From an optimization exercise on the open Yosys and OpenROAD flow, aimed at small area and a short achievable clock period; shortcuts taken in it are not production practice. In this exercise RTL edits were held to simulation tests only and were not proved equivalent to the original.

==> flow/design.v <==
`timescale 1ns / 1ps
module disp_content(clk,
cur_mode, clk_status, hour_check_en, onehz,
main_seconds, sw_timerec,
alr_cur_set, alr_cur_set_mode, alr_music_cur, alr_len_cur, alr_sec_cur,
cd_seconds,
digits, disp_en);
input clk;
input [1:0] cur_mode;
input [1:0] clk_status;
input hour_check_en;
input onehz;
input [16:0] main_seconds;
input [25:0] sw_timerec;
input [1:0] alr_cur_set;
input [1:0] alr_cur_set_mode;
input [1:0] alr_music_cur;
input [1:0] alr_len_cur;
input [16:0] alr_sec_cur;
input [16:0] cd_seconds;
output [31:0] digits;
output [7:0] disp_en;
localparam K = 17;    
function [3:0] fix10;
    input [3:0] a;
    begin
        fix10[3] = a[3] | (a[2] & a[0]) | (a[2] & a[1]);
        fix10[2] = (a[3] & a[0]) | (a[2] & ~a[1] & ~a[0]);
        fix10[1] = (a[3] & ~a[0]) | (~a[2] & a[1]) | (a[1] & a[0]);
        fix10[0] = (a[3] & ~a[0]) | (~a[3] & ~a[2] & a[0]) | (a[2] & a[1] & ~a[0]);
    end
endfunction
function [5:0] fix60;
    input [5:0] a;
    begin
        fix60 = (a >= 6'd30) ? a + 6'd2 : a;
    end
endfunction
function [24:0] step;
    input [24:0] st;
    input a;
    input b;
    reg [3:0] c0, c1;
    reg [5:0] s, m;
    reg [4:0] h;
    begin
        {h, m, s, c1, c0} = st;
        c0 = fix10(c0);
        c1 = fix10(c1);
        s = fix60(s);
        m = fix60(m);
        h = {h[3:0], m[5]};
        m = {m[4:0], s[5]};
        s = {s[4:0], c1[3] | b};
        c1 = {c1[2:0], c0[3]};
        c0 = {c0[2:0], a};
        step = {h, m, s, c1, c0};
    end
endfunction
function [6:0] dec60;
    input [5:0] v;
    reg [2:0] t;
    reg [5:0] u;
    begin
        t = v / 10;
        u = v - t * 10;
        dec60 = {t, u[3:0]};
    end
endfunction
wire sw = (cur_mode == 2'd1);
wire al = (cur_mode == 2'd2);
wire [23:0] xa = sw ? sw_timerec[23:0] : 24'd0;
reg [16:0] xb;
always @(*) begin
    case (cur_mode)
        2'd0: xb = main_seconds;
        2'd2: xb = alr_sec_cur;
        2'd3: xb = cd_seconds;
        default: xb = 17'd0;
    endcase
end
reg [24:0] sa;
integer i;
always @(*) begin
    sa = 25'd0;
    for (i = 23; i >= 24 - K; i = i - 1)
        sa = step(sa, xa[i], (i <= 16) ? xb[i] : 1'b0);
end
reg [24:0] st;           
reg [23-K:0] xl;         
reg st_sw, st_al;
reg [1:0] a7, a6;        
reg [1:0] len_q, len_d;  
reg en7, en6, en5, en3;
always @(posedge clk) begin
    st <= sa;
    xl <= xa[23-K:0] | xb[23-K:0];
    st_sw <= sw;
    st_al <= al;
    a7 <= cur_mode == 2'd0 ? {1'b0, hour_check_en} : al ? alr_cur_set : 2'd0;
    a6 <= al ? alr_music_cur : 2'd0;
    len_q <= alr_len_cur;
    len_d <= len_q;
    en7 <= cur_mode == 2'd0 ? ~(clk_status[1] & onehz) : sw | (al & ~(onehz & alr_cur_set_mode == 2'd0));
    en6 <= sw | (al & ~(onehz & alr_cur_set_mode == 2'd1));
    en5 <= ~(al & onehz & alr_cur_set_mode == 2'd2);
    en3 <= ~(al & onehz & alr_cur_set_mode == 2'd3);
end
reg [24:0] sb;
always @(*) begin
    sb = st;
    for (i = 23 - K; i >= 0; i = i - 1)
        sb = step(sb, st_sw & xl[i], ~st_sw & xl[i]);
end
wire [3:0] c0 = sb[3:0];
wire [3:0] c1 = sb[7:4];
wire [5:0] s = sb[13:8];
wire [5:0] m = sb[19:14];
wire [4:0] hr = sb[24:20];
wire [4:0] h = {hr[4] & ~hr[3], hr[3] & ~hr[4], hr[2:0]};
wire [6:0] ds = dec60(s);
wire [6:0] dm = dec60(m);
wire [6:0] dh = dec60({1'b0, h});
wire [6:0] p01 = st_al ? dm : ds;
wire [6:0] p23 = st_sw ? ds : st_al ? dh : dm;
wire [6:0] p45 = st_sw ? dm : dh;
wire [6:0] p67 = dh;
wire [2:0] len_t = len_d == 2'd0 ? 3'd1 : len_d == 2'd1 ? 3'd3 : len_d == 2'd2 ? 3'd4 : 3'd6;
wire [3:0] len_u = len_d[0] ? 4'd0 : 4'd5;
wire [1:0] r7 = st_sw ? p67[5:4] : a7;
wire [3:0] r6 = st_sw ? p67[3:0] : {2'b00, a6};
wire [6:0] r54 = st_al ? {len_t, len_u} : p45;
wire [6:0] r32 = p23;
wire [7:0] r10 = st_sw ? {c1, c0} : {1'b0, p01};
assign digits = {2'b00, r7, r6, 1'b0, r54, 1'b0, r32, r10};
assign disp_en = {en7, en6, en5, en5, en3, en3, en3, en3};
endmodule
export LEC_CHECK = 0
export CAP_MARGIN = 20
export CORE_MARGIN = 2
export CORE_UTILIZATION = 55
export CTS_BUF_LIST = sky130_fd_sc_hd__clkbuf_4 sky130_fd_sc_hd__clkbuf_8
export SLEW_MARGIN = 20
create_clock -name core_clock -period 25.0 [get_ports {clk}]
standard.sh (not shown) runs the stock make flow with config.mk's settings and CLKGATE_MAP_FILE= SYNTH_SCRIPT=/design/flow/synth_recipe.tcl, a recipe that flattens the netlist after the stock synthesis.
==> flow/flow/run.sh <==
#!/bin/bash
# Layout flow: the standard flow (standard.sh) with three changes:
#  - synthesis skips the full/half-adder extraction step, so ABC sees all
#    of the logic, and maps it with an ABC script of its own;
#  - input and output ports get sky130_fd_sc_hd__buf_1 buffers.
set -euo pipefail
here=$(pwd)
fdir=$here/flow
# synthesis script: the standard flow's own, with abc calls pointed at our ABC script
{
  echo "proc abc {args} {"
  echo "  set i [lsearch -exact \$args -script]"
  echo "  if {\$i >= 0} { lset args [expr {\$i + 1}] $fdir/abc_deep.script }"
  echo "  yosys abc {*}\$args"
  echo "}"
  cat $here/synth_recipe.tcl
} > $here/my_synth.tcl
sed -e "s#SYNTH_SCRIPT=[^ ]*#SYNTH_SCRIPT=$here/my_synth.tcl ADDER_MAP_FILE= 'BUFFER_PORTS_ARGS=-buffer_cell sky130_fd_sc_hd__buf_1'#" \
    $here/standard.sh > $here/my_flow.sh
bash $here/my_flow.sh synth > $here/synth.log 2>&1
bash $here/my_flow.sh > $here/layout.log 2>&1
==> flow/flow/abc_deep.script <==
strash
&get -n
&deepsyn -T 40
&dch -f
&nf -p -R 1000 -E 100
&put
topo
stime -c
buffer -c
upsize -c
dnsize -c
==> next run, changes <==
--- a/flow/design.v
+++ b/flow/design.v
@@ -21,5 +21,5 @@
 output [31:0] digits;
 output [7:0] disp_en;
-localparam K = 17;    
+localparam K = 16;    
 function [3:0] fix10;
     input [3:0] a;
Result: Worst setup slack loses 0.37 ns. Design area came out lower by about 0.5%. Die area came out lower by 0.45%. Maximum frequency came out lower by 2.8%. Hold slack gains 0.014 ns. Final cell count came out higher by 1.3%. Register-to-register slack stays flat. Routed wire length came out lower by about 3.7%. Via count came out higher by about 0.5%. Count of clock-buffer cells in the layout does not change.

==> port drivers added, routing unchanged <==
The flow's constraints put no driver on any port. The routed layouts listed below were extracted and timed again, unchanged, in two steps.
Step 1 (the two cells are an assumption about what drives the block):
set clk [get_ports {clk}]
set_driving_cell -lib_cell sky130_fd_sc_hd__clkbuf_16 $clk
set_driving_cell -lib_cell sky130_fd_sc_hd__buf_2 [delete_from_list [all_inputs] $clk]
Step 2, shift: input delay + t, output delay - t, t = (earliest + latest rising clock arrival at the registers) / 2. This alone moves slack from input paths to output paths.
Slacks: ideal / step 1 / step 2; pairs: ideal / step 1.
| run | t, ns | slack for setup (ns) | worst setup path at the end | slew at the worst register clock pin (ns) |
|---|---|---|---|---|
| the first run | 0.330 | 12.479 / 12.447 / 12.494 | input to register | 0.08 / 0.08 |
| the second run | 0.319 | 12.113 / 12.084 / 12.241 | input to register | 0.09 / 0.09 |
After both steps every run listed still meets setup and hold.
